From an optimization exercise on the open Yosys and OpenROAD flow, aimed at small area, a short achievable clock period and few clock cycles per item; shortcuts taken in it are not production practice. No run shown here included a check of the RTL's function; only the layout flow was run.

`flow/run.sh`:
```
#!/bin/bash
# synth_recipe.tcl (not shown) runs the flow's synth.tcl, then flattens the netlist and writes it again
# the make line also repeats each setting of config.mk as NAME=value (left out here)
make -C /OpenROAD-flow-scripts/flow DESIGN_CONFIG=/design/flow/config.mk WORK_HOME=/design/flow/orfs CLKGATE_MAP_FILE= SYNTH_SCRIPT=/design/flow/synth_recipe.tcl finish
```
`flow/config.mk`:
```
export PLATFORM = sky130hd
export DESIGN_NAME = cordic
export DESIGN_NICKNAME = cordic
export VERILOG_FILES = /design/flow/design.v
export SDC_FILE = /design/flow/constraint.sdc
export NUM_CORES = 4
export LEC_CHECK = 0
export ABC_AREA = 1
export CAP_MARGIN = 20
export CORE_MARGIN = 2
export CORE_UTILIZATION = 40
export SETUP_SLACK_MARGIN = 2.8
export SLEW_MARGIN = 20
```
`flow/constraint.sdc`:
```
create_clock -name core_clock -period 5.5 [get_ports {clk_i}]
set_input_delay 1.1000 -clock core_clock [delete_from_list [all_inputs] [get_ports {clk_i}]]
set_output_delay 1.1000 -clock core_clock [all_outputs]
set_load 0.01 [all_outputs]
```
`flow/design.v`:
```
module cordic #(
    parameter int Width = 16
) (
    input  logic             clk_i,
    input  logic             rst_i,
    input  logic             start_cordic_i,
    input  logic [Width-1:0] x0_i,
    input  logic [Width-1:0] y0_i,
    input  logic [Width-1:0] z0_i,
    output logic [Width-1:0] xn_o,
    output logic [Width-1:0] yn_o,
    output logic [Width-1:0] zn_o,
    output logic             done_tick_cordic_o
);
  function automatic logic [15:0] atan(input logic [3:0] i);
    case (i)
      4'd0: atan = 16'h2D00;
      4'd1: atan = 16'h1A91;
      4'd2: atan = 16'h0E09;
      4'd3: atan = 16'h0720;
      4'd4: atan = 16'h0394;
      4'd5: atan = 16'h01CA;
      4'd6: atan = 16'h00E5;
      4'd7: atan = 16'h0073;
      4'd8: atan = 16'h0039;
      4'd9: atan = 16'h001D;
      4'd10: atan = 16'h000E;
      4'd11: atan = 16'h0007;
      4'd12: atan = 16'h0004;
      4'd13: atan = 16'h0002;
      4'd14: atan = 16'h0001;
      default: atan = 16'h0000;
    endcase
  endfunction
  logic [15:0] x_q, y_q, z_q;
  logic        busy_q;   
  logic        done_q;
  logic neg;
  assign neg = z_q[15];
  logic [15:0] xi, yi;   
  assign xi = x_q ^ {16{neg}};
  assign yi = y_q ^ {16{~neg}};
  logic [15:0] xs, ys, az;
  logic [3:0] lo_q, hi_q;
  logic       last;
  assign last = hi_q[3] & lo_q[2];
  logic [15:0] xl, yl;
  always_comb begin
    xl = 16'd0;
    yl = 16'd0;
    for (int i = 0; i < 4; i++) begin
      xl = xl | ({16{lo_q[i]}} & 16'($signed(xi) >>> i));
      yl = yl | ({16{lo_q[i]}} & 16'($signed(yi) >>> i));
    end
    xs = 16'd0;
    ys = 16'd0;
    for (int i = 0; i < 4; i++) begin
      xs = xs | ({16{hi_q[i]}} & 16'($signed(xl) >>> (4 * i)));
      ys = ys | ({16{hi_q[i]}} & 16'($signed(yl) >>> (4 * i)));
    end
    az = 16'd0;
    for (int i = 0; i < 15; i++) begin
      az = az | ({16{hi_q[i/4] & lo_q[i%4]}} & atan(i));
    end
  end
  logic [15:0] x_d, y_d, z_d, azi;
  logic        cx, cy, cz;
  assign cx  = ~neg & busy_q;
  assign cy  = neg & busy_q;
  assign cz  = ~neg & busy_q;
  assign azi = az ^ {16{~neg & busy_q}};
  logic [16:0] x_s;
  assign x_s = {x_q, 1'b1} + {ys, cx};
  assign x_d = x_s[16:1];
  logic [16:0] y_s;
  assign y_s = {y_q, 1'b1} + {xs, cy};
  assign y_d = y_s[16:1];
  logic [16:0] z_s;
  assign z_s = {z_q, 1'b1} + {azi, cz};
  assign z_d = z_s[16:1];
  always_ff @(posedge clk_i) begin
    if (start_cordic_i) begin
      x_q <= x0_i;
      y_q <= y0_i;
      z_q <= z0_i;
    end else begin
      x_q <= x_d;
      y_q <= y_d;
      z_q <= z_d;
    end
  end
  always_ff @(posedge clk_i, posedge rst_i) begin
    if (rst_i) begin
      lo_q   <= 4'd0;
      hi_q   <= 4'd0;
      busy_q <= 1'b0;
      done_q <= 1'b0;
    end else begin
      if (start_cordic_i) begin
        lo_q <= 4'd1;
        hi_q <= 4'd1;
      end else if (last) begin
        lo_q <= 4'd0;
        hi_q <= 4'd0;
      end else begin
        lo_q <= {lo_q[2:0], lo_q[3]};
        if (lo_q[3]) hi_q <= {hi_q[2:0], 1'b0};
      end
      busy_q <= start_cordic_i || (busy_q && !last);
      done_q <= busy_q && last && !start_cordic_i;
    end
  end
  assign xn_o = x_q;
  assign yn_o = y_q;
  assign zn_o = z_q;
  assign done_tick_cordic_o = done_q;
endmodule
```
==> results of run 1 <==
==> metrics by stage <==
step	instances	setup slack [ns]	hold slack, ns
final	1338	2.44	0.687
after CTS	1299	2.47	0.687
after detailed placement	1222	1.66	0.698
after global placement	1222	1.75	0.702
after global routing	1338	2.31	0.729
after floorplan	969	2.81	0.538
==> sequential cells by signal, indices dropped and copies added (netlist names) <==
| name | count |
|---|---|
| busy_q | 1 |
| done_q | 1 |
| hi_q | 4 |
| lo_q | 4 |
| x_q | 16 |
| y_q | 16 |
| z_q | 16 |
==> how the worst max path moves through the flow <==
stage                            to  slack [ns]             from
floorplan            y_q[9]$_DFF_P_        2.81  z_q[15]$_DFF_P_
global placement     y_q[9]$_DFF_P_        1.75  z_q[15]$_DFF_P_
detailed placement   y_q[7]$_DFF_P_        1.66  z_q[15]$_DFF_P_
CTS                  y_q[8]$_DFF_P_        2.47  z_q[15]$_DFF_P_
global route        y_q[13]$_DFF_P_        2.31  z_q[15]$_DFF_P_
finish               y_q[7]$_DFF_P_        2.44  z_q[15]$_DFF_P_
==> cells in the final DEF (no fill, tap or decap), drive strengths merged, types with 11 or more instances in the layout <==
master,instances
a21oi,73
buf,103
clkbuf,14
clkdlybuf4s50,97
dfxtp,48
ha,45
inv,76
nand2,329
nand3,61
nand4,11
nor2,54
o21ai,63
o22ai,17
or2,25
xnor2,14
xor2,28
==> worst max-delay path: cells and delay by family, from the launching register on <==
kind | cells | cell delay (ns)
fa+ha+maj | 1 | 0.44
flops | 1 | 0.40
xor+xnor | 1 | 0.18
simple gates | 7 | 0.90
buf+inv | 3 | 0.34
compound gates | 3 | 0.68
==> final cells by class <==
class                           instances  area [um^2]  share of cell area (%)
Tap cell                              188          235                    2.59
Clock inverter                          3         15.0                   0.166
Multi-Input combinational cell        791         5070                    56.0
Timing Repair inverter                  1         8.76                  0.0966
Sequential cell                        58         1240                    13.7
Clock buffer                           13          250                    2.76
Inverter                               82          352                    3.88
Timing Repair Buffer                  202         1890                    20.9
==> logic make-up after synthesis <==
family / synth area share (%)
and+or+nand+nor: 35.0
buffers and inverters: 8.65
adders and majority gates: 9.76
DFF: 19.6
xor gates and xnor gates: 5.95
AOI/OAI and AO/OA: 21.0
==> layer usage <==
metal,GRT usage (%),wire length (um),up-vias
met5,0,0,-
met3,5.55,1530,56
li1,-,-,3597
met2,42.6,10500,298
met4,9.89,708,0
met1,36.1,10100,3396
==> repair_timing <==
| item | in CTS | in global routing |
|---|---|---|
| gates cloned | 1 | 2 |
| endpoints found under the setup margin | 47 | 39 |
| resized for setup | 144 | 70 |
| buffers inserted | 60 | 37 |
| endpoints found under the hold margin | 0 | 0 |
| pin swaps | 43 | 47 |
| hold buffers | 0 | 0 |
==> results_dict.tcl, run 1 <==
set metrics [dict create \
    yosysWarnings 1 \
    slowest_stage "fa_2" \
    r2r_end "y_q[7]$_DFF_P_" \
    async_flop_share_pct 17.2 \
    hold_class "reg -> reg" \
    design.die.area_um2 16500 \
    numCtsBuffers 9 \
    grt_pass1_vias 6716 \
    clk_latency_ns 0.34 \
    finalCritPeriodShare_pct 55.6 \
    rsz0062_at_grt "yes" \
    yosys-top-cells-area "nand2_1 19%, dfxtp_1 16%, ha_1 9.1%" \
    synth_nets 1067 \
    initial_core_util_pct 40.8 \
    synth-edff-count 0 \
    grt_max_degree 38 \
    max_cap_viol_count 0 \
    clk_pin_slew_ns 0.06 \
    drive_above_1_share_pct 26.1 \
    r2r_start "z_q[15]$_DFF_P_" \
    cts_max_level 3 \
    timing_hold_violations_final 0 \
    grt_pass1_wl_um 34700 \
    synth_common_cells "312 x nand2_1, 72 x inv_1, 70 x a21oi_1" \
    syn2layout_area_growth_pct 46.7 \
    synth_top_area_cell "nand2_1" \
    slowest_delay_ns 0.44 \
    crit_type "reg -> reg" \
    worst_pin_slew_ns 0.671 \
    row_count 45 \
    ant_nets 0 \
    cts.sinks 58 \
    die_y_um 128 \
    drt_iter0_markers 681 \
    cts.root.buffer_cell "clkbuf_16" \
    drt-total-wl_um 22800 \
    die_x_um 128 \
    vias 7347 \
    whs_path_depth 2 \
    syn_area_um2 6180 \
    grt_antenna_before_repair 0 \
    fin_crit_ns 3.06 \
    final_nets 1243 \
    cts_tree "yes" \
    fmax_mhz 327 \
    reg2reg_depth 15 \
    outcome "no timing/DRC/antenna violations" \
    final_cell_area_um2 9060 \
    hpwl_um 15400 \
    rrSetupSlack_ns 2.44 \
    min_to "hi_q[2]$_DFFE_PP0P_" \
    fill_cells 1413 \
    vias_per_cell 5.49 \
    placed_area_um2 7210 \
    ys_seq_elements 58 \
    ys.flop_type "dfxtp_1" \
    cp-end-kind "flop" \
    crit_top_cell "nand2_1" \
    drt_drc_violations_left 0 \
    cp_cell_sequence "buf_12, buf_6, xor2_2, nand2_1, nand4_1, a22oi_2, o211ai_1, fa_2, nand3_2, nand3_4, a21oi_2, inv_2, or2_2, nand3_1, nand2_1" \
    place_congestion 1.03 \
    startpoint_type "flop" \
    firstDrtPassIters 5 \
    core-area_um2 15100 \
    post-route-util_pct 59.9 \
    io_pins 100 \
    cts.path.max_buffers 2 \
    avgSynthCellArea_um2 6.38 \
    critPathArrivalTime_ns 3.29 \
    yosysMostFrequentCell "nand2_1" \
    synth.distinct_cells 53 \
    n_antenna_cell 0 \
    path_max_fanout 7 \
    skew_ns 0.00631 \
    synth_top_area_share_pct 19.0 \
    routedWlPerCell_um 17.1 \
    final-setup-viol-count 0 \
    min_from "hi_q[2]$_DFFE_PP0P_" \
    cp.required_ns 5.73 \
    relSlewSlack_pct 55.3 \
    io_buffers 99 \
    synth_seq_area_share_pct 19.6 \
    slew_viol_final 0 \
    synthCells 969 \
    fin_tns_setup_ns 0 \
    overflow 0 \
    track_usage_pct 26.9 \
]
==> run 2, diff against run 1 <==
--- a/flow/config.mk
+++ b/flow/config.mk
@@ -11,3 +11,3 @@
 export CORE_UTILIZATION = 40
-export SETUP_SLACK_MARGIN = 2.8
+export SETUP_SLACK_MARGIN = 1.5
 export SLEW_MARGIN = 20
==> results_dict.tcl, run 2 <==
set metrics [dict create \
    top_regs "x_q (16), y_q (16), z_q (16)" \
    overflow 0 \
    die_y_um 128 \
    hpwl_um 15400 \
    cts.path.max_buffers 2 \
    cts_tree "yes" \
    clk_pin_slew_ns 0.05 \
    synth_seq_area_share_pct 19.6 \
    path_max_fanout 22 \
    slowest_delay_ns 0.97 \
    rsz0062_at_grt "no" \
    routedWlPerCell_um 16.3 \
    avgSynthCellArea_um2 6.38 \
    core-area_um2 15100 \
    multi_input_area_um2 4430 \
    synthCells 969 \
    timing_hold_violations_final 0 \
    ant_nets 0 \
    synth_top_area_cell "nand2_1" \
    vias_per_cell 5.43 \
    grt_max_degree 38 \
    ys.flop_type "dfxtp_1" \
    final_cell_mix "312 x nand2_1, 98 x clkdlybuf4s50_1, 72 x inv_1" \
    cts.root.buffer_cell "clkbuf_16" \
    max_cap_viol_count 0 \
    critPathArrivalTime_ns 3.98 \
    cts_max_level 3 \
    yosys-top-cells-area "nand2_1 19%, dfxtp_1 16%, ha_1 9.1%" \
    async_flop_share_pct 17.2 \
    grt_antenna_before_repair 0 \
    slowest_stage "dfrtp_1" \
    synth_top_area_share_pct 19.0 \
    crit_top_cell "nand2_1" \
    n_antenna_cell 0 \
    ys_seq_elements 58 \
    relSlewSlack_pct 35.7 \
    final_nets 1143 \
    hold_class "reg -> reg" \
    finalCritPeriodShare_pct 68.1 \
    syn2layout_area_growth_pct 21.0 \
    skew_ns 0.00407 \
    drt_drc_violations_left 0 \
    slew_viol_final 0 \
    cp.required_ns 5.73 \
    drive_above_1_share_pct 6.76 \
    yosysWarnings 1 \
    synth-edff-count 0 \
    vias 6722 \
    ff_latch_area_um2 1210 \
    worst_pin_slew_ns 0.965 \
    yosysMostFrequentCell "nand2_1" \
    post-route-util_pct 49.4 \
    synth_nets 1067 \
    firstDrtPassIters 7 \
    ctsHoldBuffers 0 \
    row_count 45 \
    synth.distinct_cells 53 \
    numCtsBuffers 9 \
    final-setup-viol-count 0 \
    fin_crit_ns 3.75 \
    startpoint_type "flop" \
    grt_pass1_wl_um 32000 \
    cts.sinks 58 \
    grt_pass1_vias 6138 \
    fmax_mhz 267 \
    die_x_um 128 \
    clk_latency_ns 0.34 \
    io_buffers 99 \
    design.die.area_um2 16500 \
    cp_cell_sequence "inv_1, o221ai_1, nand2_1, o211ai_1, ha_1, a21oi_1, o21ai_2, a21oi_2, o21ai_4, or2_2, nand3_1, nand2_1" \
    drt-total-wl_um 20200 \
    crit_type "reg -> reg" \
    cp-end-kind "flop" \
    initial_core_util_pct 40.8 \
    fin_tns_setup_ns 0 \
    outcome "no timing/DRC/antenna violations" \
    place_congestion 1.03 \
    io_pins 100 \
    fill_cells 1579 \
    synth_common_cells "312 x nand2_1, 72 x inv_1, 70 x a21oi_1" \
    final_common_cell "nand2_1" \
    drt_iter0_markers 584 \
    track_usage_pct 24.7 \
    syn_area_um2 6180 \
]
-- run 2: cell counts after synthesis --
No cell type changed its count.
-- run 2: routing by layer --
metal	vias to the layer above	global-route usage [%]	share of wire, %
met5	-	0	0
met2	255	38.5	44
li1	3398	-	-
met3	34	4.92	6.7
met4	0	7.63	1.9
met1	3035	34.3	47
-- run 2: cell families after synthesis --
kind of cell / share of synthesized area (%)
AO/OA/AOI/OAI: 21.0
XOR/XNOR: 5.95
adder cells (fa/ha/maj): 9.76
buffers and inverters: 8.65
flip-flops: 19.6
AND/OR/NAND/NOR: 35.0
-- run 2: worst paths after layout --
path                       cells after the start           endpoint         startpoint  slack, ns
min reg2reg                                    4    z_q[14]$_DFF_P_    z_q[14]$_DFF_P_       0.70
min in group asynchronous                      2   busy_q$_DFF_PP0_              rst_i       1.03
max                                           12     y_q[6]$_DFF_P_  lo_q[1]$_DFF_PP0_       1.75
max reg2reg                                   12     y_q[6]$_DFF_P_  lo_q[1]$_DFF_PP0_       1.75
max in group asynchronous                      2  lo_q[3]$_DFF_PP0_              rst_i       4.18
min                                            4    z_q[14]$_DFF_P_    z_q[14]$_DFF_P_       0.70
-- run 2: what timing repair did --
| item | CTS | global route |
|---|---|---|
| gates resized for setup | 0 | 3 |
| setup endpoints to repair | 0 | 16 |
| setup buffers | 0 | 0 |
-- run 2: critical path: cells and delay by family, from the launching register on --
kind / cells / cell delay (ns)
AO/OA/AOI/OAI: 6 / 1.37
adder cells (fa/ha/maj): 1 / 0.34
buffers and inverters: 1 / 0.45
flip-flops: 1 / 0.97
AND/OR/NAND/NOR: 4 / 0.51
-- run 2: layout make-up --
| class | instances | share of cell area, % |
|---|---|---|
| Inverter | 82 | 4.20 |
| Timing Repair Buffer | 103 | 13.6 |
| Tap cell | 188 | 3.15 |
| Clock inverter | 3 | 0.201 |
| Sequential cell | 58 | 16.2 |
| Clock buffer | 13 | 3.35 |
| Multi-Input combinational cell | 791 | 59.3 |
-- run 2: metrics by stage --
| step | instance area [um^2] | hold slack (ns) | setup WS, ns | cells |
|---|---|---|---|---|
| 2_1_floorplan | 6180 | 0.538 | 2.81 | 969 |
| 3_3_place_gp | 7210 | 0.702 | 1.75 | 1222 |
| 3_5_place_dp | 7210 | 0.698 | 1.66 | 1222 |
| 4_1_cts | 7470 | 0.706 | 1.61 | 1238 |
| 5_1_grt | 7480 | 0.756 | 1.57 | 1238 |
| 6_report | 7480 | 0.696 | 1.75 | 1238 |
==> run 3, diff against run 2 <==
--- a/flow/config.mk
+++ b/flow/config.mk
@@ -10,4 +10,4 @@
 export CORE_MARGIN = 2
-export CORE_UTILIZATION = 40
-export SETUP_SLACK_MARGIN = 1.5
+export CORE_UTILIZATION = 60
+export SETUP_SLACK_MARGIN = 2.0
 export SLEW_MARGIN = 20
==> results_dict.tcl, run 3 <==
set metrics [dict create \
    wl_met1_um 7720 \
    ys_seq_elements 58 \
    vias_per_cell 5.67 \
    hold_class "reg -> reg" \
    async_flop_share_pct 17.2 \
    drt_iter0_markers 696 \
    final_common_cell "nand2_1" \
    design.die.area_um2 11100 \
    syn_area_um2 6180 \
    yosysWarnings 1 \
    hpwl_um 13900 \
    relSlewSlack_pct 51.6 \
    synthCells 969 \
    cp-end-kind "flop" \
    rsz0062_at_grt "no" \
    final-setup-viol-count 0 \
    fin_cells 1188 \
    synth_common_cells "312 x nand2_1, 72 x inv_1, 70 x a21oi_1" \
    drt-total-wl_um 18400 \
    path_max_fanout 27 \
    final_cell_mix "312 x nand2_1, 98 x clkdlybuf4s50_1, 70 x a21oi_1, 70 x inv_1, 58 x nand3_1" \
    drive_above_1_share_pct 7.98 \
    initial_core_util_pct 60.9 \
    syn2layout_area_growth_pct 19.5 \
    die_x_um 105 \
    yosysMostFrequentCell "nand2_1" \
    synth_top_area_cell "nand2_1" \
    cp_cell_sequence "buf_6, or2_2, nand2_1, inv_1, nand2_1, nand4_1, a22oi_1, o211ai_1, fa_2, nand3_1, nand3_1, a21oi_1, o21ai_0, or2_2, nand3_1, nand2_1" \
    rrSetupSlack_ns 2.19 \
    io_pins 100 \
    synth.distinct_cells 53 \
    slew_viol_final 0 \
    overflow 0 \
    die_y_um 105 \
    numCtsBuffers 9 \
    cts.sinks 58 \
    yosys-top-cells-area "nand2_1 19%, dfxtp_1 16%, ha_1 9.1%" \
    wl_met3_um 1340 \
    final_nets 1145 \
    critPathArrivalTime_ns 3.57 \
    cp.required_ns 5.75 \
    max_cap_viol_count 0 \
    cts.path.max_buffers 2 \
    crit_type "reg -> reg" \
    outcome "no timing/DRC/antenna violations" \
    fin_crit_ns 3.31 \
    slowest_delay_ns 0.41 \
    fill_cells 876 \
    row_count 37 \
    track_usage_pct 33.2 \
    fmax_mhz 302 \
    clk_pin_slew_ns 0.07 \
    routedWlPerCell_um 15.5 \
    fin_ws_ns 2.19 \
    grt_pass1_wl_um 30100 \
    clk_latency_ns 0.36 \
    finalCritPeriodShare_pct 60.3 \
    pre_cts_slack_ns 1.84 \
    timing_hold_violations_final 0 \
    slowest_stage "dfxtp_4" \
    grt_max_degree 71 \
    post-route-util_pct 72.8 \
    firstDrtPassIters 6 \
    skew_ns 0.00902 \
    grt_antenna_before_repair 0 \
    place_congestion 1.02 \
    vias 6739 \
    wl_met2_um 8670 \
    top_layer "met4" \
    cts.root.buffer_cell "clkbuf_8" \
    grt_pass1_vias 6316 \
    dp.cells 1169 \
    avgSynthCellArea_um2 6.38 \
    drt_drc_violations_left 0 \
    synth_nets 1067 \
    core-area_um2 10100 \
    ant_nets 0 \
    synth_seq_area_share_pct 19.6 \
    startpoint_type "flop" \
    n_antenna_cell 0 \
    top_regs "x_q (16), y_q (16), z_q (16)" \
    ys.flop_type "dfxtp_1" \
    io_buffers 99 \
    cts_max_level 3 \
    cts_tree "yes" \
    fin_tns_setup_ns 0 \
    synth-edff-count 0 \
    worst_pin_slew_ns 0.725 \
    synth_top_area_share_pct 19.0 \
]
-- run 3: cell counts after synthesis --
Identical to the previous run, type by type.
-- run 3: cells by family after synthesis --
kind of cell             count (synthesis)  share of synthesized area (%)
AO/OA/AOI/OAI                          206                           21.0
XOR/XNOR                                42                           5.95
flip-flops                              58                           19.6
buffers and inverters                  120                           8.65
adder cells (fa/ha/maj)                 47                           9.76
AND/OR/NAND/NOR                        496                           35.0
-- run 3: routing by layer --
layer	vias up	GRT usage, %
li1	3397	-
met1	2972	41.5
met2	303	57.1
met3	67	6.12
met4	0	11.4
met5	-	0
-- run 3: through the flow --
stage	hold slack [ns]	instance area, um^2
CTS	0.698	7330
detailed placement	0.679	7130
finish	0.687	7380
global route	0.754	7380
floorplan	0.538	6180
global placement	0.679	7130
-- run 3: final timing paths --
path                                  from                   to  cells past startpoint
max                        z_q[15]$_DFF_P_       y_q[9]$_DFF_P_                     16
min                        z_q[14]$_DFF_P_      z_q[14]$_DFF_P_                      4
max reg2reg                z_q[15]$_DFF_P_       y_q[9]$_DFF_P_                     16
min reg2reg                z_q[14]$_DFF_P_      z_q[14]$_DFF_P_                      4
max in group asynchronous            rst_i    lo_q[2]$_DFF_PP0_                      2
min in group asynchronous            rst_i  hi_q[3]$_DFFE_PP0P_                      2
-- run 3: critical path: cells and delay by family, from the launching register on --
kind	cells	cell delay (ns)
AND/OR/NAND/NOR	9	1.35
AO/OA/AOI/OAI	4	0.76
flip-flops	1	0.41
adder cells (fa/ha/maj)	1	0.41
buffers and inverters	2	0.28
-- run 3: layout make-up --
| cell class | count | area, um^2 | share of cell area (%) |
|---|---|---|---|
| well taps | 136 | 170 | 2.30 |
| clock inverters | 7 | 68.8 | 0.932 |
| multi-input cells | 791 | 4450 | 60.2 |
| flip-flops and latches | 58 | 1220 | 16.6 |
| inverters | 82 | 318 | 4.30 |
| repair buffers | 104 | 1030 | 13.9 |
| clock buffers | 9 | 124 | 1.68 |
| repair inverters | 1 | 5.00 | 0.0678 |
-- run 3: timing repair --
action                     CTS  global route
setup endpoints to repair   18            25
cloned                       0             1
buffers inserted             0             2
resized for setup            3            11
pin swaps                    0             1
hold buffers                 0             0
==> run 4, diff against run 3 <==
--- a/flow/config.mk
+++ b/flow/config.mk
@@ -7,6 +7,5 @@
 export LEC_CHECK = 0
-export ABC_AREA = 1
 export CAP_MARGIN = 20
 export CORE_MARGIN = 2
-export CORE_UTILIZATION = 60
+export CORE_UTILIZATION = 40
 export SETUP_SLACK_MARGIN = 2.0
==> results_dict.tcl, run 4 <==
set metrics [dict create \
    firstDrtPassIters 6 \
    synthCells 868 \
    final_common_cell "clkdlybuf4s50_1" \
    cts.root.buffer_cell "clkbuf_16" \
    syn_area_um2 6410 \
    routedWlPerCell_um 21.7 \
    r2r_start "lo_q[3]$_DFF_PP0_" \
    cts.sinks 58 \
    fmax_mhz 280 \
    final-setup-viol-count 0 \
    timing_hold_violations_final 0 \
    outcome "no timing/DRC/antenna violations" \
    fin_tns_setup_ns 0 \
    vias_per_cell 6.46 \
    grt_pass1_vias 6786 \
    yosysWarnings 1 \
    drt_iter0_markers 1062 \
    yosys-top-cells-area "dfxtp_1 15%, ha_1 8.8%, a22oi_1 7.4%" \
    top_regs "x_q (16), y_q (16), z_q (16)" \
    cp.required_ns 5.73 \
    critPathArrivalTime_ns 3.80 \
    drive_above_1_share_pct 18.7 \
    vias 7624 \
    numCtsBuffers 9 \
    die_y_um 131 \
    avgSynthCellArea_um2 7.38 \
    final_cell_mix "98 x clkdlybuf4s50_1, 91 x nand2_1, 60 x a22oi_1" \
    rsz0062_at_grt "yes" \
    fin_crit_ns 3.58 \
    synth_nets 966 \
    startpoint_type "flop" \
    r2r_end "y_q[15]$_DFF_P_" \
    design.die.area_um2 17100 \
    synth_top_area_cell "dfxtp_1" \
    synth.distinct_cells 68 \
    ys.flop_type "dfxtp_1" \
    ys_seq_elements 58 \
    clk_pin_slew_ns 0.05 \
    hold_class "reg -> reg" \
    die_x_um 131 \
    ant_nets 0 \
    place_congestion 0.975 \
    yosysMostFrequentCell "nand2_1" \
    track_usage_pct 28.7 \
    worst_pin_slew_ns 0.659 \
    skew_ns 0.00978 \
    final_cell_area_um2 8730 \
    grt_pass1_wl_um 37800 \
    ctsHoldBuffers 0 \
    synth_common_cells "93 x nand2_1, 63 x a22oi_1, 59 x o22ai_1" \
    grt_max_degree 60 \
    crit_type "reg -> reg" \
    cts_tree "yes" \
    core-area_um2 15800 \
    path_max_fanout 6 \
    cts_max_level 3 \
    max_cap_viol_count 0 \
    rrSetupSlack_ns 1.92 \
    placed_area_um2 7360 \
    async_flop_share_pct 17.2 \
    reg2reg_depth 13 \
    n_antenna_cell 0 \
    synth_top_area_share_pct 15.0 \
    overflow 0 \
    cts.path.max_buffers 2 \
    slew_viol_final 0 \
    drt-total-wl_um 25600 \
    relSlewSlack_pct 55.8 \
    finalCritPeriodShare_pct 65.0 \
    cp-endpoint "y_q[15]$_DFF_P_" \
    io_pins 100 \
    fill_cells 1504 \
    startpoint "lo_q[3]$_DFF_PP0_" \
    cp-end-kind "flop" \
    syn2layout_area_growth_pct 36.2 \
    row_count 46 \
    drt_drc_violations_left 0 \
    hpwl_um 16400 \
    io_buffers 99 \
    clk_latency_ns 0.34 \
    final_nets 1057 \
    synth_seq_area_share_pct 18.9 \
    grt_antenna_before_repair 0 \
    synth-edff-count 0 \
    initial_core_util_pct 40.6 \
]
run 4: cell types whose count changed after synthesis, sizes merged, moves of 15 or more:
cell,delta
a21oi,-46
a22oi,+61
a31oi,+15
clkbuf,+43
inv,-60
nand2,-236
nand3,-28
nor2,-15
nor3,+17
o21a,+17
o22ai,+42
or2,-21
run 4: timing repair:
action,4_1_cts,5_1_grt
setup endpoints to repair,27,20
pin swaps,1,48
buffers inserted,12,38
gates resized for setup,45,75
cloned,6,7
run 4: final cells by class:
cell class | instances | area (um^2) | area share, %
multi-input cells | 699 | 5150 | 59.1
repair buffers | 163 | 1630 | 18.7
flip-flops and latches | 58 | 1230 | 14.1
well taps | 216 | 270 | 3.10
clock buffers | 13 | 250 | 2.87
inverters | 20 | 93.8 | 1.08
repair inverters | 8 | 60.1 | 0.688
clock inverters | 3 | 40.0 | 0.459
run 4: cells by family after synthesis:
family                     share of synthesized area, %
AOI/OAI and AO/OA                                  39.5
and+or+nand+nor                                    17.0
buffers and inverters                              7.05
DFF                                                18.9
xor gates and xnor gates                           7.24
adders and majority gates                          9.41
muxes                                             0.839
run 4: per-stage QoR:
step                setup slack [ns]  std cells  util (%)  hold WS [ns]
global placement                1.47       1101      46.7         0.708
detailed placement              1.40       1101      46.7         0.709
finish                          1.92       1180      55.3         0.703
global route                    1.86       1180      55.3         0.741
floorplan                       2.02        868         -         0.532
CTS                             1.91       1135      50.6         0.714
run 4: worst min-delay path by stage:
stage	to	slack (ns)	from	cells past startpoint
floorplan	busy_q$_DFF_PP0_	0.53	busy_q$_DFF_PP0_	2
global placement	busy_q$_DFF_PP0_	0.71	busy_q$_DFF_PP0_	2
detailed placement	busy_q$_DFF_PP0_	0.71	busy_q$_DFF_PP0_	2
CTS	busy_q$_DFF_PP0_	0.71	busy_q$_DFF_PP0_	2
finish	lo_q[3]$_DFF_PP0_	0.70	hi_q[3]$_DFFE_PP0P_	1
global route	lo_q[3]$_DFF_PP0_	0.74	hi_q[3]$_DFFE_PP0P_	1
run 4: metal layers:
layer  routed length [um]  up-vias  part of all wire (%)  GRT usage, %
li1                     -     3511                     -             -
met1                11200     3529                    44          42.0
met2                10600      482                    42          40.9
met3                 2680      102                    10          6.43
met4                 1060        0                   4.1          10.8
met5                    0        -                     0             0
run 4: worst max-delay path, stage by stage, from the launching register on:
cell        delay (ns)
dfrtp_2           0.50
clkinvlp_4        0.18
buf_4             0.14
nand2_1           0.12
a221oi_2          0.30
o22ai_2           0.17
a221o_1           0.44
ha_4              0.28
a21o_1            0.19
a21o_1            0.15
a21o_1            0.17
a21o_1            0.20
or4_4             0.47
o2111a_1          0.14
==> run 5, diff against run 4 <==
--- a/flow/config.mk
+++ b/flow/config.mk
@@ -7,2 +7,3 @@
 export LEC_CHECK = 0
+export ABC_AREA = 1
 export CAP_MARGIN = 20
@@ -10,3 +11,3 @@
 export CORE_UTILIZATION = 40
-export SETUP_SLACK_MARGIN = 2.0
+export SETUP_SLACK_MARGIN = 2.4
 export SLEW_MARGIN = 20
==> results_dict.tcl, run 5 <==
set metrics [dict create \
    cts.path.max_buffers 2 \
    ctsHoldBuffers 0 \
    final-setup-viol-count 0 \
    top_regs "x_q (16), y_q (16), z_q (16)" \
    rsz0062_at_grt "yes" \
    cts.root.buffer_cell "clkbuf_16" \
    finalCritPeriodShare_pct 56.4 \
    design.die.area_um2 16500 \
    cts_tree "yes" \
    slew_viol_final 0 \
    numCtsBuffers 9 \
    routedWlPerCell_um 16.8 \
    worst_pin_slew_ns 0.642 \
    crit_top_cell "nand2_1" \
    grt_antenna_before_repair 0 \
    row_count 45 \
    slowest_stage "dfxtp_4" \
    final_common_cell "nand2_1" \
    final_cell_mix "304 x nand2_1, 98 x clkdlybuf4s50_1, 69 x inv_1" \
    drt_iter0_markers 628 \
    hpwl_um 15400 \
    drt-total-wl_um 21500 \
    synth.distinct_cells 53 \
    wl_met1_um 9590 \
    synth_nets 1067 \
    cp-end-kind "flop" \
    overflow 0 \
    drive_above_1_share_pct 16.3 \
    fin_crit_ns 3.10 \
    path_max_fanout 7 \
    firstDrtPassIters 6 \
    grt_pass1_vias 6275 \
    fin_tns_setup_ns 0 \
    cp_top_family "compound AO/OA/AOI/OAI gates" \
    async_flop_share_pct 17.2 \
    critPathArrivalTime_ns 3.33 \
    ys.flop_type "dfxtp_1" \
    die_x_um 128 \
    final_nets 1185 \
    yosysWarnings 1 \
    final_cell_area_um2 8210 \
    pre_cts_slack_ns 1.66 \
    die_y_um 128 \
    synth_top_area_cell "nand2_1" \
    clk_pin_slew_ns 0.05 \
    yosysMostFrequentCell "nand2_1" \
    synth-edff-count 0 \
    holdWs_ns 0.696 \
    core-area_um2 15100 \
    top_layer "met4" \
    synthCells 969 \
    fin_ws_ns 2.40 \
    synth_seq_area_share_pct 19.6 \
    hold_class "reg -> reg" \
    slowest_delay_ns 0.40 \
    syn_area_um2 6180 \
    cp_cell_sequence "clkbuf_16, or2_1, nand2_1, inv_1, nand2_1, nand4_1, a22oi_1, o211ai_1, ha_1, nand2_2, o21ai_4, a21oi_4, o21ai_4, nand3_2, nand2_1, nand2_1, nand3_2, nand2_1" \
    cp.required_ns 5.73 \
    grt_max_degree 38 \
    timing_hold_violations_final 0 \
    grt_pass1_wl_um 32600 \
    ant_nets 0 \
    syn2layout_area_growth_pct 32.9 \
    critPathBufInv 2 \
    max_cap_viol_count 0 \
    skew_ns 0.00314 \
    ys_seq_elements 58 \
    synth_common_cells "312 x nand2_1, 72 x inv_1, 70 x a21oi_1" \
    cts.sinks 58 \
    io_buffers 99 \
    track_usage_pct 25.3 \
    yosys-top-cells-area "nand2_1 19%, dfxtp_1 16%, ha_1 9.1%" \
    avgSynthCellArea_um2 6.38 \
    wl_met2_um 9540 \
    fmax_mhz 322 \
    io_pins 100 \
    synth_top_area_share_pct 19.0 \
    initial_core_util_pct 40.8 \
    outcome "no timing/DRC/antenna violations" \
    relSlewSlack_pct 57.2 \
    vias_per_cell 5.52 \
    vias 7065 \
    clk_latency_ns 0.34 \
    place_congestion 1.03 \
    cts_max_level 3 \
    placed_area_um2 7210 \
    wl_met3_um 1690 \
    startpoint_type "flop" \
    n_antenna_cell 0 \
    drt_drc_violations_left 0 \
    crit_type "reg -> reg" \
]
-- run 5: changes by cell type after synthesis, sizes merged, moves of 15 or more --
cell,change
nand2,+236
a22oi,-61
inv,+60
a21oi,+46
clkbuf,-43
o22ai,-42
nand3,+28
or2,+21
nor3,-17
o21a,-17
a31oi,-15
nor2,+15
-- run 5: worst reg2reg max path, cell delays in order (launching register included) --
cell       delay [ns]
dfxtp_4          0.40
clkbuf_16        0.17
or2_1            0.22
nand2_1          0.10
inv_1            0.06
nand2_1          0.06
nand4_1          0.16
a22oi_1          0.22
o211ai_1         0.25
ha_1             0.39
nand2_2          0.07
o21ai_4          0.19
a21oi_4          0.10
o21ai_4          0.25
nand3_2          0.11
nand2_1          0.08
nand2_1          0.07
nand3_2          0.06
nand2_1          0.05
-- run 5: per-stage QoR --
step | cells | util [%]
global route | 1280 | 54.2
floorplan | 969 | -
global placement | 1222 | 47.6
finish | 1280 | 54.2
CTS | 1253 | 50.6
detailed placement | 1222 | 47.6
-- run 5: cell families after synthesis --
group	Yosys count	synth area share, %
AO/OA/AOI/OAI	206	21.0
AND/OR/NAND/NOR	496	35.0
flip-flops	58	19.6
XOR/XNOR	42	5.95
buffers and inverters	120	8.65
adder cells (fa/ha/maj)	47	9.76
-- run 5: final timing paths --
kind / start / end / slack (ns) / cells past startpoint
hold / removal: z_q[14]$_DFF_P_ / z_q[14]$_DFF_P_ / 0.70 / 4
setup / recovery: z_q[15]$_DFF_P_ / y_q[8]$_DFF_P_ / 2.40 / 18
hold reg to reg: z_q[14]$_DFF_P_ / z_q[14]$_DFF_P_ / 0.70 / 4
setup reg to reg: z_q[15]$_DFF_P_ / y_q[8]$_DFF_P_ / 2.40 / 18
max in group asynchronous: rst_i / lo_q[3]$_DFF_PP0_ / 4.18 / 2
min in group asynchronous: rst_i / busy_q$_DFF_PP0_ / 1.03 / 2
-- run 5: layer usage --
| layer | vias up | GRT usage (%) |
|---|---|---|
| li1 | 3483 | - |
| met1 | 3213 | 34.7 |
| met2 | 314 | 39.7 |
| met3 | 55 | 5.18 |
| met4 | 0 | 8.14 |
| met5 | - | 0 |
-- run 5: area by class of cell --
type	count	area [um^2]
Sequential cell	58	1230
Multi-Input combinational cell	791	4750
Tap cell	188	235
Clock buffer	13	250
Fill cell	1519	6930
Clock inverter	3	15.0
Inverter	82	328
Timing Repair Buffer	145	1400
-- run 5: timing repair --
action | in CTS | in global routing
gates cloned | 0 | 1
endpoints found under the setup margin | 40 | 30
gates resized for setup | 29 | 73
buffers inserted | 15 | 26
pin swaps | 7 | 28
==> run 6, diff against run 5 <==
--- a/flow/config.mk
+++ b/flow/config.mk
@@ -11,3 +11,4 @@
 export CORE_UTILIZATION = 40
-export SETUP_SLACK_MARGIN = 2.4
+export CTS_BUF_LIST = sky130_fd_sc_hd__clkbuf_4
+export SETUP_SLACK_MARGIN = 2.0
 export SLEW_MARGIN = 20
==> results_dict.tcl, run 6 <==
set metrics [dict create \
    drt-total-wl_um 20300 \
    drt_drc_violations_left 0 \
    synth_seq_area_share_pct 19.6 \
    cts.path.max_buffers 2 \
    hpwl_um 15400 \
    overflow 0 \
    crit_type "reg -> reg" \
    slew_viol_final 0 \
    fmax_mhz 291 \
    rsz0062_at_grt "no" \
    fin_ws_ns 2.07 \
    avgSynthCellArea_um2 6.38 \
    startpoint_type "flop" \
    firstDrtPassIters 7 \
    grt_max_degree 38 \
    place_congestion 1.03 \
    clk_pin_slew_ns 0.11 \
    placed_area_um2 7210 \
    cts.root.buffer_cell "clkbuf_4" \
    top_regs "x_q (16), y_q (16), z_q (16)" \
    async_flop_share_pct 17.2 \
    outcome "no timing/DRC/antenna violations" \
    routedWlPerCell_um 16.2 \
    timing_hold_violations_final 0 \
    cts.sinks 58 \
    critPathArrivalTime_ns 3.75 \
    cts_max_level 3 \
    drive_above_1_share_pct 8.88 \
    synth_common_cells "312 x nand2_1, 72 x inv_1, 70 x a21oi_1" \
    clk_latency_ns 0.45 \
    use_met3_pct 5.80 \
    ctsHoldBuffers 0 \
    worst_pin_slew_ns 0.674 \
    final_common_cell "nand2_1" \
    yosys-top-cells-area "nand2_1 19%, dfxtp_1 16%, ha_1 9.1%" \
    track_usage_pct 24.7 \
    skew_ns 0.0158 \
    yosysMostFrequentCell "nand2_1" \
    vias 6758 \
    max_cap_viol_count 0 \
    relSlewSlack_pct 55.1 \
    grt-busiest-layer "met2" \
    final-setup-viol-count 0 \
    ys_seq_elements 58 \
    core-area_um2 15100 \
    io_pins 100 \
    synth_nets 1067 \
    final_cell_mix "312 x nand2_1, 98 x clkdlybuf4s50_1, 71 x inv_1" \
    synth.distinct_cells 53 \
    final_cell_area_um2 7450 \
    use_met1_pct 34.2 \
    cp.required_ns 5.82 \
    final_nets 1152 \
    synth_top_area_share_pct 19.0 \
    grt_pass1_vias 6098 \
    cts_tree "yes" \
    die_x_um 128 \
    initial_core_util_pct 40.8 \
    drt_iter0_markers 584 \
    synth_top_area_cell "nand2_1" \
    vias_per_cell 5.42 \
    grt_antenna_before_repair 1 \
    path_max_fanout 12 \
    syn2layout_area_growth_pct 20.5 \
    hold_class "reg -> reg" \
    ant_nets 0 \
    pre_cts_slack_ns 1.66 \
    synthCells 969 \
    io_buffers 99 \
    die_y_um 128 \
    design.die.area_um2 16500 \
    numCtsBuffers 9 \
    fin_crit_ns 3.43 \
    syn_area_um2 6180 \
    grt_use_met2_pct 38.8 \
    cp-end-kind "flop" \
    finalCritPeriodShare_pct 62.4 \
    synth-edff-count 0 \
    row_count 45 \
    ys.flop_type "dfxtp_1" \
    yosysWarnings 1 \
    fin_tns_setup_ns 0 \
    grt_pass1_wl_um 31900 \
]
run 6: cell types whose count changed in the layout (fill, tap and decap cells not counted), moves of 9 or more:
| cell | before | now |
|---|---|---|
| clkbuf_4 | 0 | 12 |
| a21oi_1 | 60 | 69 |
| buf_4 | 38 | 12 |
| clkbuf_16 | 10 | 0 |
run 6: repair_timing:
action                                  in CTS  in global routing
pin swaps                                    0                  6
hold endpoints to repair                     0                  0
setup buffers                                0                  9
resized for setup                            6                 14
gates cloned                                 0                  0
endpoints found under the setup margin      26                 23
run 6: cell type report:
| class | instances | area (um^2) |
|---|---|---|
| fill | 1593 | 7700 |
| multi-input combinational | 791 | 4460 |
| sequential | 58 | 1230 |
| timing repair buffer | 112 | 1090 |
| inverter | 82 | 323 |
| tap | 188 | 235 |
| clock buffer | 12 | 90.1 |
| clock inverter | 4 | 18.8 |
| antenna | 1 | 2.50 |
run 6: stage by stage:
stage	std cells	util, %	hold slack (ns)
detailed placement	1222	47.6	0.698
CTS	1238	48.4	0.713
global route	1248	49.2	0.764
finish	1248	49.2	0.705
floorplan	969	-	0.538
global placement	1222	47.6	0.702
run 6: path summary, 6_finish.rpt:
path | start | endpoint | slack, ns | cells after the start
setup / recovery | z_q[15]$_DFF_P_ | y_q[13]$_DFF_P_ | 2.07 | 13
hold / removal | z_q[14]$_DFF_P_ | z_q[14]$_DFF_P_ | 0.70 | 4
setup reg to reg | z_q[15]$_DFF_P_ | y_q[13]$_DFF_P_ | 2.07 | 13
hold reg to reg | z_q[14]$_DFF_P_ | z_q[14]$_DFF_P_ | 0.70 | 4
max in group asynchronous | rst_i | lo_q[3]$_DFF_PP0_ | 4.29 | 2
min in group asynchronous | rst_i | busy_q$_DFF_PP0_ | 0.90 | 2
run 6: cell families (layout without fill, tap and decap cells):
family                   after synthesis  after routing  share of synthesized area (%)
AND/OR/NAND/NOR                      496            496                           35.0
XOR/XNOR                              42             42                           5.95
buffers and inverters                120            210                           8.65
adder cells (fa/ha/maj)               47             47                           9.76
flip-flops                            58             58                           19.6
other                                  0              1                              0
AO/OA/AOI/OAI                        206            206                           21.0
run 6: per-layer routing:
| metal | part of all wire, % | vias up |
|---|---|---|
| li1 | - | 3412 |
| met3 | 7.7 | 31 |
| met4 | 1.7 | 0 |
| met1 | 46 | 3029 |
| met2 | 44 | 286 |
| met5 | 0 | - |
run 6: critical path: stages (launching register included):
cell and delay, ns:
dfxtp_4 0.40, buf_4 0.20, xnor2_1 0.49, o21ai_0 0.15, a221oi_1 0.39, o221ai_1 0.24
ha_1 0.40, a21oi_1 0.10, o21ai_0 0.34, nand2_1 0.09, nand3_1 0.14, a21o_1 0.14
xor2_1 0.14, o21ai_0 0.08
==> run 7, diff against run 6 <==
==> flow/flow/run.sh (new file) <==
#!/bin/bash
# The standard layout (the standard.sh, standard synthesis included), with
# one change: the port buffers that placement inserts are the smallest buffer
# cell, sky130_fd_sc_hd__buf_1, instead of the one OpenROAD picks by default.
# Every input and output port still gets its buffer. Full output in standard.log.
set -euo pipefail
export BUFFER_PORTS_ARGS="-buffer_cell sky130_fd_sc_hd__buf_1"
bash standard.sh > standard.log 2>&1
==> flow/standard.sh (new file) <==
#!/bin/bash
# synth_recipe.tcl (not shown) runs the flow's synth.tcl, then flattens the netlist and writes it again
# the make line also repeats each setting of config.mk as NAME=value (left out here)
make -C /OpenROAD-flow-scripts/flow DESIGN_CONFIG=/design/flow/config.mk WORK_HOME=/design/flow/orfs CLKGATE_MAP_FILE= SYNTH_SCRIPT=/design/flow/synth_recipe.tcl "${@:-finish}"
--- a/flow/config.mk
+++ b/flow/config.mk
@@ -11,3 +11,2 @@
 export CORE_UTILIZATION = 40
-export CTS_BUF_LIST = sky130_fd_sc_hd__clkbuf_4
 export SETUP_SLACK_MARGIN = 2.0
removed: flow/run.sh
==> results_dict.tcl, run 7 <==
set metrics [dict create \
    yosys-top-cells-area "nand2_1 19%, dfxtp_1 16%, ha_1 9.1%" \
    multi_input_area_um2 4450 \
    grt_pass1_wl_um 31100 \
    synth.distinct_cells 53 \
    fin_ws_ns 2.23 \
    ant_nets 0 \
    die_y_um 128 \
    top_regs "x_q (16), y_q (16), z_q (16)" \
    synth_nets 1067 \
    drive_above_1_share_pct 7.86 \
    final_cell_mix "312 x nand2_1, 98 x buf_1, 71 x inv_1" \
    syn_area_um2 6180 \
    ys.flop_type "dfxtp_1" \
    cts.sinks 58 \
    synth_common_cells "312 x nand2_1, 72 x inv_1, 70 x a21oi_1" \
    hpwl_um 14700 \
    n_antenna_cell 0 \
    drt_iter0_markers 542 \
    vias_per_cell 5.40 \
    final-setup-viol-count 0 \
    relSlewSlack_pct 53.0 \
    final_common_cell "nand2_1" \
    synth_seq_area_share_pct 19.6 \
    cts.path.max_buffers 2 \
    numCtsBuffers 9 \
    cts.root.buffer_cell "clkbuf_16" \
    cts_max_level 3 \
    cp.required_ns 5.73 \
    fin_crit_ns 3.27 \
    slowest_stage "dfxtp_4" \
    synthCells 969 \
    startpoint_type "flop" \
    synth_top_area_share_pct 19.0 \
    synth-edff-count 0 \
    cp-end-kind "flop" \
    syn2layout_area_growth_pct 12.9 \
    slowest_delay_ns 0.40 \
    cts_tree "yes" \
    final_nets 1149 \
    core-area_um2 15100 \
    avgSynthCellArea_um2 6.38 \
    io_pins 100 \
    max_cap_viol_count 0 \
    place_congestion 0.948 \
    track_usage_pct 23.6 \
    timing_hold_violations_final 0 \
    io_buffers 99 \
    ys_seq_elements 58 \
    crit_top_cell "nor2_1" \
    grt_pass1_vias 6125 \
    row_count 45 \
    routedWlPerCell_um 15.3 \
    design.die.area_um2 16500 \
    synth_top_area_cell "nand2_1" \
    grt_antenna_before_repair 0 \
    initial_core_util_pct 40.8 \
    skew_ns 0.00635 \
    firstDrtPassIters 6 \
    die_x_um 128 \
    fmax_mhz 306 \
    yosysMostFrequentCell "nand2_1" \
    fill_cells 1617 \
    drt-total-wl_um 19100 \
    clk_latency_ns 0.34 \
    worst_pin_slew_ns 0.705 \
    outcome "no timing/DRC/antenna violations" \
    hold_class "reg -> reg" \
    grt_max_degree 38 \
    async_flop_share_pct 17.2 \
    overflow 0 \
    yosysWarnings 1 \
    critPathArrivalTime_ns 3.50 \
    crit_type "reg -> reg" \
    drt_drc_violations_left 0 \
    ff_latch_area_um2 1230 \
    cp_top_family "simple AND/OR/NAND/NOR gates" \
    clk_pin_slew_ns 0.05 \
    path_max_fanout 18 \
    critPathBufInv 3 \
    pre_cts_slack_ns 1.61 \
    rsz0062_at_grt "no" \
    fin_tns_setup_ns 0 \
    cp_cell_sequence "buf_8, inv_4, or2_2, nand2_1, o22ai_1, nor2_1, nor2_1, nor2_1, o221ai_1, ha_1, a21oi_1, o21ai_1, a21oi_1, inv_1, or2_2, nand3_1, nand2_1" \
    finalCritPeriodShare_pct 59.4 \
    slew_viol_final 0 \
    vias 6712 \
]
-- run 7: routing by layer --
metal	track usage [%]	part of all wire [%]
met1	32.3	46
met2	38.6	45
met3	4.01	6.3
met4	6.14	1.9
met5	0	0
-- run 7: final timing paths --
path | start | endpoint | slack (ns) | cells after the start
setup / recovery | z_q[15]$_DFF_P_ | x_q[7]$_DFF_P_ | 2.23 | 17
hold / removal | z_q[15]$_DFF_P_ | z_q[15]$_DFF_P_ | 0.70 | 5
setup reg to reg | z_q[15]$_DFF_P_ | x_q[7]$_DFF_P_ | 2.23 | 17
hold reg to reg | z_q[15]$_DFF_P_ | z_q[15]$_DFF_P_ | 0.70 | 5
max in group asynchronous | rst_i | lo_q[3]$_DFF_PP0_ | 4.48 | 2
min in group asynchronous | rst_i | busy_q$_DFF_PP0_ | 0.71 | 2
-- run 7: cell families (layout without fill, tap and decap cells) --
family                   count (synthesis)  count (layout)  share of synthesized area [%]
XOR/XNOR                                42              42                           5.95
flip-flops                              58              58                           19.6
adder cells (fa/ha/maj)                 47              47                           9.76
AND/OR/NAND/NOR                        496             496                           35.0
AO/OA/AOI/OAI                          206             206                           21.0
buffers and inverters                  120             207                           8.65
-- run 7: cell type report --
cell class	count	share of cell area, %
Multi-Input combinational cell	791	63.8
Inverter	82	4.57
Timing Repair Buffer	109	6.71
Clock buffer	16	3.89
Sequential cell	58	17.7
Tap cell	188	3.37
-- run 7: worst reg2reg max path, cell delays in order, from the launching register on --
cell and delay [ns]:
dfxtp_4 0.40, buf_8 0.21, inv_4 0.11, or2_2 0.30, nand2_1 0.12, o22ai_1 0.09
nor2_1 0.22, nor2_1 0.07, nor2_1 0.09, o221ai_1 0.13, ha_1 0.37, a21oi_1 0.24
o21ai_1 0.13, a21oi_1 0.17, inv_1 0.11, or2_2 0.28, nand3_1 0.08, nand2_1 0.05
-- run 7: stage by stage --
step                      hold slack (ns)  cell area, um^2  util [%]  std cells
after detailed placement            0.709             6590      43.5       1221
final                               0.700             6980      46.1       1244
after floorplan                     0.538             6180         -        969
after global routing                0.746             6980      46.1       1244
after CTS                           0.710             6870      45.3       1237
after global placement              0.702             6590      43.5       1221
-- run 7: timing repair --
item                                   in CTS  in global routing
gates resized for setup                     7                 13
hold buffers                                0                  0
setup endpoints to repair                  29                 21
setup buffers                               0                  7
gates cloned                                0                  0
endpoints found under the hold margin       0                  0
==> run 8, diff against run 7 <==
--- a/flow/design.v
+++ b/flow/design.v
@@ -40,6 +40,8 @@
   logic [15:0] xi, yi;   
-  assign xi = x_q ^ {16{neg}};
-  assign yi = y_q ^ {16{~neg}};
+  logic negx_q, posy_q;
+  assign xi = x_q ^ {16{~posy_q}};
+  assign yi = y_q ^ {16{~negx_q}};
   logic [15:0] xs, ys, az;
   logic [3:0] lo_q, hi_q;
+  logic [3:0] loy_q, hiy_q;   
   logic       last;
@@ -52,3 +54,3 @@
       xl = xl | ({16{lo_q[i]}} & 16'($signed(xi) >>> i));
-      yl = yl | ({16{lo_q[i]}} & 16'($signed(yi) >>> i));
+      yl = yl | ({16{loy_q[i]}} & 16'($signed(yi) >>> i));
     end
@@ -58,3 +60,3 @@
       xs = xs | ({16{hi_q[i]}} & 16'($signed(xl) >>> (4 * i)));
-      ys = ys | ({16{hi_q[i]}} & 16'($signed(yl) >>> (4 * i)));
+      ys = ys | ({16{hiy_q[i]}} & 16'($signed(yl) >>> (4 * i)));
     end
@@ -67,4 +69,4 @@
   logic        cx, cy, cz;
-  assign cx  = ~neg & busy_q;
-  assign cy  = neg & busy_q;
+  assign cx  = ~negx_q & busy_q;
+  assign cy  = ~posy_q & busy_q;
   assign cz  = ~neg & busy_q;
@@ -85,2 +87,4 @@
       z_q <= z0_i;
+      negx_q <= z0_i[15];
+      posy_q <= ~z0_i[15];
     end else begin
@@ -89,2 +93,4 @@
       z_q <= z_d;
+      negx_q <= z_d[15];
+      posy_q <= ~z_d[15];
     end
@@ -95,2 +101,4 @@
       hi_q   <= 4'd0;
+      loy_q  <= 4'd0;
+      hiy_q  <= 4'd0;
       busy_q <= 1'b0;
@@ -108,2 +116,12 @@
       end
+      if (start_cordic_i) begin
+        loy_q <= 4'd1;
+        hiy_q <= 4'd1;
+      end else if (!busy_q || last) begin
+        loy_q <= 4'd0;
+        hiy_q <= 4'd0;
+      end else begin
+        loy_q <= {loy_q[2:0], loy_q[3]};
+        if (loy_q[3]) hiy_q <= {hiy_q[2:0], 1'b0};
+      end
       busy_q <= start_cordic_i || (busy_q && !last);
==> flow/run.sh (new file) <==
#!/bin/bash
# synth_recipe.tcl (not shown) runs the flow's synth.tcl, then flattens the netlist and writes it again
# the make line also repeats each setting of config.mk as NAME=value (left out here)
make -C /OpenROAD-flow-scripts/flow DESIGN_CONFIG=/design/flow/config.mk WORK_HOME=/design/flow/orfs CLKGATE_MAP_FILE= SYNTH_SCRIPT=/design/flow/synth_recipe.tcl finish
removed: flow/flow/run.sh
removed: flow/standard.sh
==> results_dict.tcl, run 8 <==
set metrics [dict create \
    overflow 0 \
    use_met3_pct 3.01 \
    cts_max_level 3 \
    grt_pass1_vias 6356 \
    placed_area_um2 7500 \
    final_nets 1191 \
    synth.distinct_cells 50 \
    dp.cells 1296 \
    synth_top_area_cell "nand2_1" \
    ant_nets 0 \
    synth_common_cells "313 x nand2_1, 77 x inv_1, 71 x a21oi_1" \
    ys.flop_type "dfxtp_1" \
    outcome "no timing/DRC/antenna violations" \
    vias_per_cell 5.24 \
    grt-busiest-layer "met2" \
    finalCritPeriodShare_pct 58.4 \
    routedWlPerCell_um 15.3 \
    drt-total-wl_um 20100 \
    slew_viol_final 0 \
    clk_latency_ns 0.35 \
    synthCells 1012 \
    n_antenna_cell 0 \
    cts.root.buffer_cell "clkbuf_16" \
    initial_core_util_pct 40.8 \
    muxShareOfSynthArea_pct 0 \
    ys_seq_elements 67 \
    syn2layout_area_growth_pct 21.8 \
    fmax_mhz 311 \
    cp-end-kind "flop" \
    die_y_um 131 \
    final_cell_mix "313 x nand2_1, 98 x clkdlybuf4s50_1, 74 x inv_1" \
    grt_use_met2_pct 39.0 \
    yosys-top-cells-area "nand2_1 18%, dfxtp_1 15%, ha_1 8.7%" \
    drt_drc_violations_left 0 \
    relSlewSlack_pct 49.3 \
    max_cap_viol_count 0 \
    grt_antenna_before_repair 0 \
    place_congestion 0.951 \
    fin_tns_setup_ns 0 \
    hpwl_um 15700 \
    synth-compound-area-share_pct 20.2 \
    drive_above_1_share_pct 8.01 \
    holdWs_ns 0.580 \
    cts_tree "yes" \
    crit_type "reg -> reg" \
    slowest_delay_ns 0.45 \
    top_regs "x_q (16), y_q (16), z_q (16)" \
    async_flop_share_pct 26.9 \
    crit_top_cell "nand2_1" \
    numCtsBuffers 9 \
    yosys.area_share.simple_pct 34.7 \
    cp.required_ns 5.74 \
    synth_top_area_share_pct 18.2 \
    die_x_um 131 \
    firstDrtPassIters 5 \
    synth_top_family_by_area "simple AND/OR/NAND/NOR gates" \
    avgSynthCellArea_um2 6.37 \
    rsz0062_at_grt "no" \
    syn_area_um2 6450 \
    critPathArrivalTime_ns 3.46 \
    io_pins 100 \
    worst_pin_slew_ns 0.759 \
    synth-edff-count 0 \
    yosysMostFrequentCell "nand2_1" \
    cts.path.max_buffers 2 \
    track_usage_pct 24.2 \
    timing_hold_violations_final 0 \
    startpoint_type "flop" \
    cts.sinks 67 \
    drt_iter0_markers 568 \
    grt_pass1_wl_um 32400 \
    post-route-util_pct 49.6 \
    synth-xor-area-share_pct 4.89 \
    ctsHoldBuffers 0 \
    skew_ns 0.00578 \
    row_count 46 \
    yosysWarnings 1 \
    use_met1_pct 33.5 \
    grt_max_degree 44 \
    synth_nets 1110 \
    hold_class "reg -> reg" \
    final_common_cell "nand2_1" \
    synth_fa_ha_area_share_pct 9.35 \
    vias 6879 \
    final-setup-viol-count 0 \
    fin_cells 1314 \
    io_buffers 99 \
    final_cell_area_um2 7860 \
    slowest_stage "dfxtp_4" \
    design.die.area_um2 17200 \
    cp_cell_sequence "inv_2, or2_2, nand2_1, inv_1, nand2_1, nand4_1, a22oi_1, o211ai_1, ha_1, a21oi_1, o21ai_0, a21oi_1, o21ai_0, or2_2, nand3_1, nand2_1" \
    clk_pin_slew_ns 0.06 \
    fin_crit_ns 3.21 \
    core-area_um2 15800 \
    synth_seq_area_share_pct 22.2 \
    path_max_fanout 15 \
]
[run 8: final timing paths]
path / end / cells after the start / slack, ns / start
hold reg to reg: lo_q[3]$_DFF_PP0_ / 1 / 0.58 / hi_q[3]$_DFFE_PP0P_
setup / recovery: x_q[9]$_DFF_P_ / 16 / 2.29 / z_q[15]$_DFF_P_
hold / removal: lo_q[3]$_DFF_PP0_ / 1 / 0.58 / hi_q[3]$_DFFE_PP0P_
setup reg to reg: x_q[9]$_DFF_P_ / 16 / 2.29 / z_q[15]$_DFF_P_
max in group asynchronous: lo_q[3]$_DFF_PP0_ / 2 / 3.78 / rst_i
min in group asynchronous: done_q$_DFF_PP0_ / 2 / 1.19 / rst_i
[run 8: critical path, delay by kind of cell (launching register included)]
kind                       cells  cell delay (ns)
AOI/OAI and AO/OA              6             1.08
adders and majority gates      1             0.37
buffers and inverters          2             0.21
DFF                            1             0.45
and+or+nand+nor                7             0.99
[run 8: cell type report]
class / instances / area (um^2)
clock buffers: 11 / 253
clock inverters: 5 / 75.1
fillers: 1663 / 7970
repair buffers: 103 / 1020
well taps: 216 / 270
multi-input cells: 822 / 4460
inverters: 90 / 350
flip-flops and latches: 67 / 1440
[run 8: logic make-up after synthesis]
family	Yosys count
adders and majority gates	47
buffers and inverters	123
and+or+nand+nor	520
xor gates and xnor gates	36
DFF	67
AOI/OAI and AO/OA	219
[run 8: per-stage QoR]
| stage | setup WS, ns |
|---|---|
| finish | 2.29 |
| global route | 2.01 |
| CTS | 2.19 |
| detailed placement | 2.01 |
| global placement | 2.04 |
| floorplan | 2.77 |
[run 8: what timing repair did]
action                     in CTS  in global routing
resized for setup               1                  7
setup endpoints to repair       3                 17
setup buffers                   0                  2
[run 8: metal layers]
layer / part of all wire, % / up-vias
li1: - / 3552
met1: 48 / 3075
met2: 45 / 220
met3: 4.6 / 32
met4: 2.3 / 0
met5: 0 / -
==> run 9, diff against run 8 <==
--- a/flow/config.mk
+++ b/flow/config.mk
@@ -11,3 +11,3 @@
 export CORE_UTILIZATION = 40
-export SETUP_SLACK_MARGIN = 2.0
+export SETUP_SLACK_MARGIN = 2.4
 export SLEW_MARGIN = 20
==> results_dict.tcl, run 9 <==
set metrics [dict create \
    firstDrtPassIters 5 \
    drive_above_1_share_pct 12.9 \
    synth_nets 1110 \
    syn_area_um2 6450 \
    path_max_fanout 5 \
    grt_pass1_vias 6367 \
    vias 7011 \
    critPathArrivalTime_ns 3.18 \
    ant_nets 0 \
    synth-edff-count 0 \
    grt_max_degree 44 \
    final_cell_mix "311 x nand2_1, 98 x clkdlybuf4s50_1, 73 x inv_1" \
    synth_fa_ha_area_share_pct 9.35 \
    final_common_cell "nand2_1" \
    fin_ws_ns 2.56 \
    place_congestion 0.951 \
    startpoint_type "flop" \
    crit_type "reg -> reg" \
    dp.cells 1296 \
    skew_ns 0.00701 \
    grt_antenna_before_repair 0 \
    die_x_um 131 \
    row_count 46 \
    cp.required_ns 5.74 \
    synthCells 1012 \
    finalCritPeriodShare_pct 53.4 \
    fin_cells 1324 \
    synth-xor-area-share_pct 4.89 \
    cts_tree "yes" \
    track_usage_pct 24.3 \
    drt_drc_violations_left 0 \
    synth_seq_area_share_pct 22.2 \
    initial_core_util_pct 40.8 \
    synth_top_area_cell "nand2_1" \
    cts.root.buffer_cell "clkbuf_16" \
    rsz0062_at_grt "yes" \
    fin_tns_setup_ns 0 \
    io_pins 100 \
    outcome "no timing/DRC/antenna violations" \
    synth_top_family_by_area "simple AND/OR/NAND/NOR gates" \
    drt_iter0_markers 515 \
    ys_seq_elements 67 \
    fmax_mhz 341 \
    die_y_um 131 \
    yosys.area_share.simple_pct 34.7 \
    overflow 0 \
    holdWs_ns 0.564 \
    relSlewSlack_pct 50.7 \
    synth-compound-area-share_pct 20.2 \
    cts.sinks 67 \
    io_buffers 99 \
    vias_per_cell 5.30 \
    yosysMostFrequentCell "nand2_1" \
    grt_pass1_wl_um 32500 \
    synth.distinct_cells 50 \
    cp-end-kind "flop" \
    hpwl_um 15700 \
    fin_crit_ns 2.94 \
    final_nets 1201 \
    design.die.area_um2 17200 \
    clk_latency_ns 0.35 \
    worst_pin_slew_ns 0.739 \
]
## run 9: changes by cell type in the layout (fill, tap and decap cells not counted), moves of 5 or more
cell and delta:
a21oi_1 -9, a21oi_2 +8, buf_4 +9, dfrtp_1 -5, dfrtp_2 +5, nand3_1 -5
nand3_2 +5
## run 9: routing by layer
| metal | vias to the layer above | global-route usage, % | wire length [um] |
|---|---|---|---|
| met5 | - | 0 | 0 |
| met4 | 0 | 8.39 | 501 |
| met3 | 35 | 3.14 | 1040 |
| met2 | 240 | 39.0 | 9360 |
| met1 | 3164 | 33.5 | 9610 |
| li1 | 3572 | - | - |
## run 9: timing repair
item | 4_1_cts | 5_1_grt
pin swaps | 0 | 18
gates resized for setup | 10 | 59
setup endpoints to repair | 24 | 25
buffers inserted | 1 | 11
## run 9: final timing paths
kind,from,endpoint,slack (ns),cells past startpoint
max,posy_q$_DFF_P_,y_q[9]$_DFF_P_,2.56,13
min,hi_q[3]$_DFFE_PP0P_,lo_q[3]$_DFF_PP0_,0.56,1
max reg2reg,posy_q$_DFF_P_,y_q[9]$_DFF_P_,2.56,13
min reg2reg,hi_q[3]$_DFFE_PP0P_,lo_q[3]$_DFF_PP0_,0.56,1
max in group asynchronous,rst_i,lo_q[1]$_DFF_PP0_,3.80,2
min in group asynchronous,rst_i,done_q$_DFF_PP0_,1.18,2
## run 9: cell families after synthesis
family / Yosys count
flip-flops: 67
adder cells (fa/ha/maj): 47
XOR/XNOR: 36
buffers and inverters: 123
AND/OR/NAND/NOR: 520
AO/OA/AOI/OAI: 219
## run 9: critical path, stage by stage, from the launching register on
cell and delay, ns:
dfxtp_4 0.37, buf_12 0.13, xor2_1 0.35, o22ai_1 0.13, nor3_1 0.27, o221ai_1 0.24, ha_1 0.38, a21oi_1 0.18
o21ai_2 0.08, a21oi_1 0.16, o21ai_0 0.12, or2_2 0.28, nand3_1 0.07, nand2_1 0.05
## run 9: layout make-up
type | instances | area, um^2
fillers | 1616 | 7640
multi-input cells | 822 | 4670
flip-flops and latches | 67 | 1450
repair buffers | 113 | 1100
inverters | 90 | 367
well taps | 216 | 270
clock buffers | 11 | 253
clock inverters | 5 | 75.1
## run 9: metrics by stage
step	utilization (%)	instance area [um^2]
2_1_floorplan	-	6450
6_report	51.7	8180
3_3_place_gp	47.4	7500
4_1_cts	49.6	7850
5_1_grt	51.7	8180
3_5_place_dp	47.4	7500

==> what the ideal ports hide <==
Ports are ideal in the flow. The routed layouts listed here were re-timed in OpenROAD.
Step 1 (the two cells are an assumption about what drives the block):
set clk [get_ports {clk_i}]
set_driving_cell -lib_cell sky130_fd_sc_hd__clkbuf_16 $clk
set_driving_cell -lib_cell sky130_fd_sc_hd__buf_2 [delete_from_list [all_inputs] $clk]
Step 2 times the ports against the registers' clock, not the clock port: input delays grow and output delays shrink by t, the midpoint of the rising clock arrivals with the driver on.
a / b / c = ideal / step 1 / step 2; a / b = the first two.
| run | shift t [ns] | setup slack, ns | worst data-port slew with drivers (ns) |
|---|---|---|---|
| run 1 | 0.384 | 2.441 / 2.441 / 2.441 | 0.04 |
| run 2 | 0.380 | 1.752 / 1.752 / 1.752 | 0.04 |
| run 3 | 0.388 | 2.186 / 2.186 / 2.186 | 0.04 |
| run 4 | 0.381 | 1.923 / 1.923 / 1.923 | 0.05 |
| run 5 | 0.383 | 2.399 / 2.399 / 2.399 | 0.04 |
| run 6 | 0.481 | 2.068 / 2.068 / 2.068 | 0.04 |
| run 7 | 0.378 | 2.233 / 2.233 / 2.233 | 0.04 |
| run 8 | 0.387 | 2.286 / 2.286 / 2.286 | 0.04 |
| run 9 | 0.387 | 2.564 / 2.564 / 2.564 | 0.04 |
After both steps every run listed still meets setup and hold.
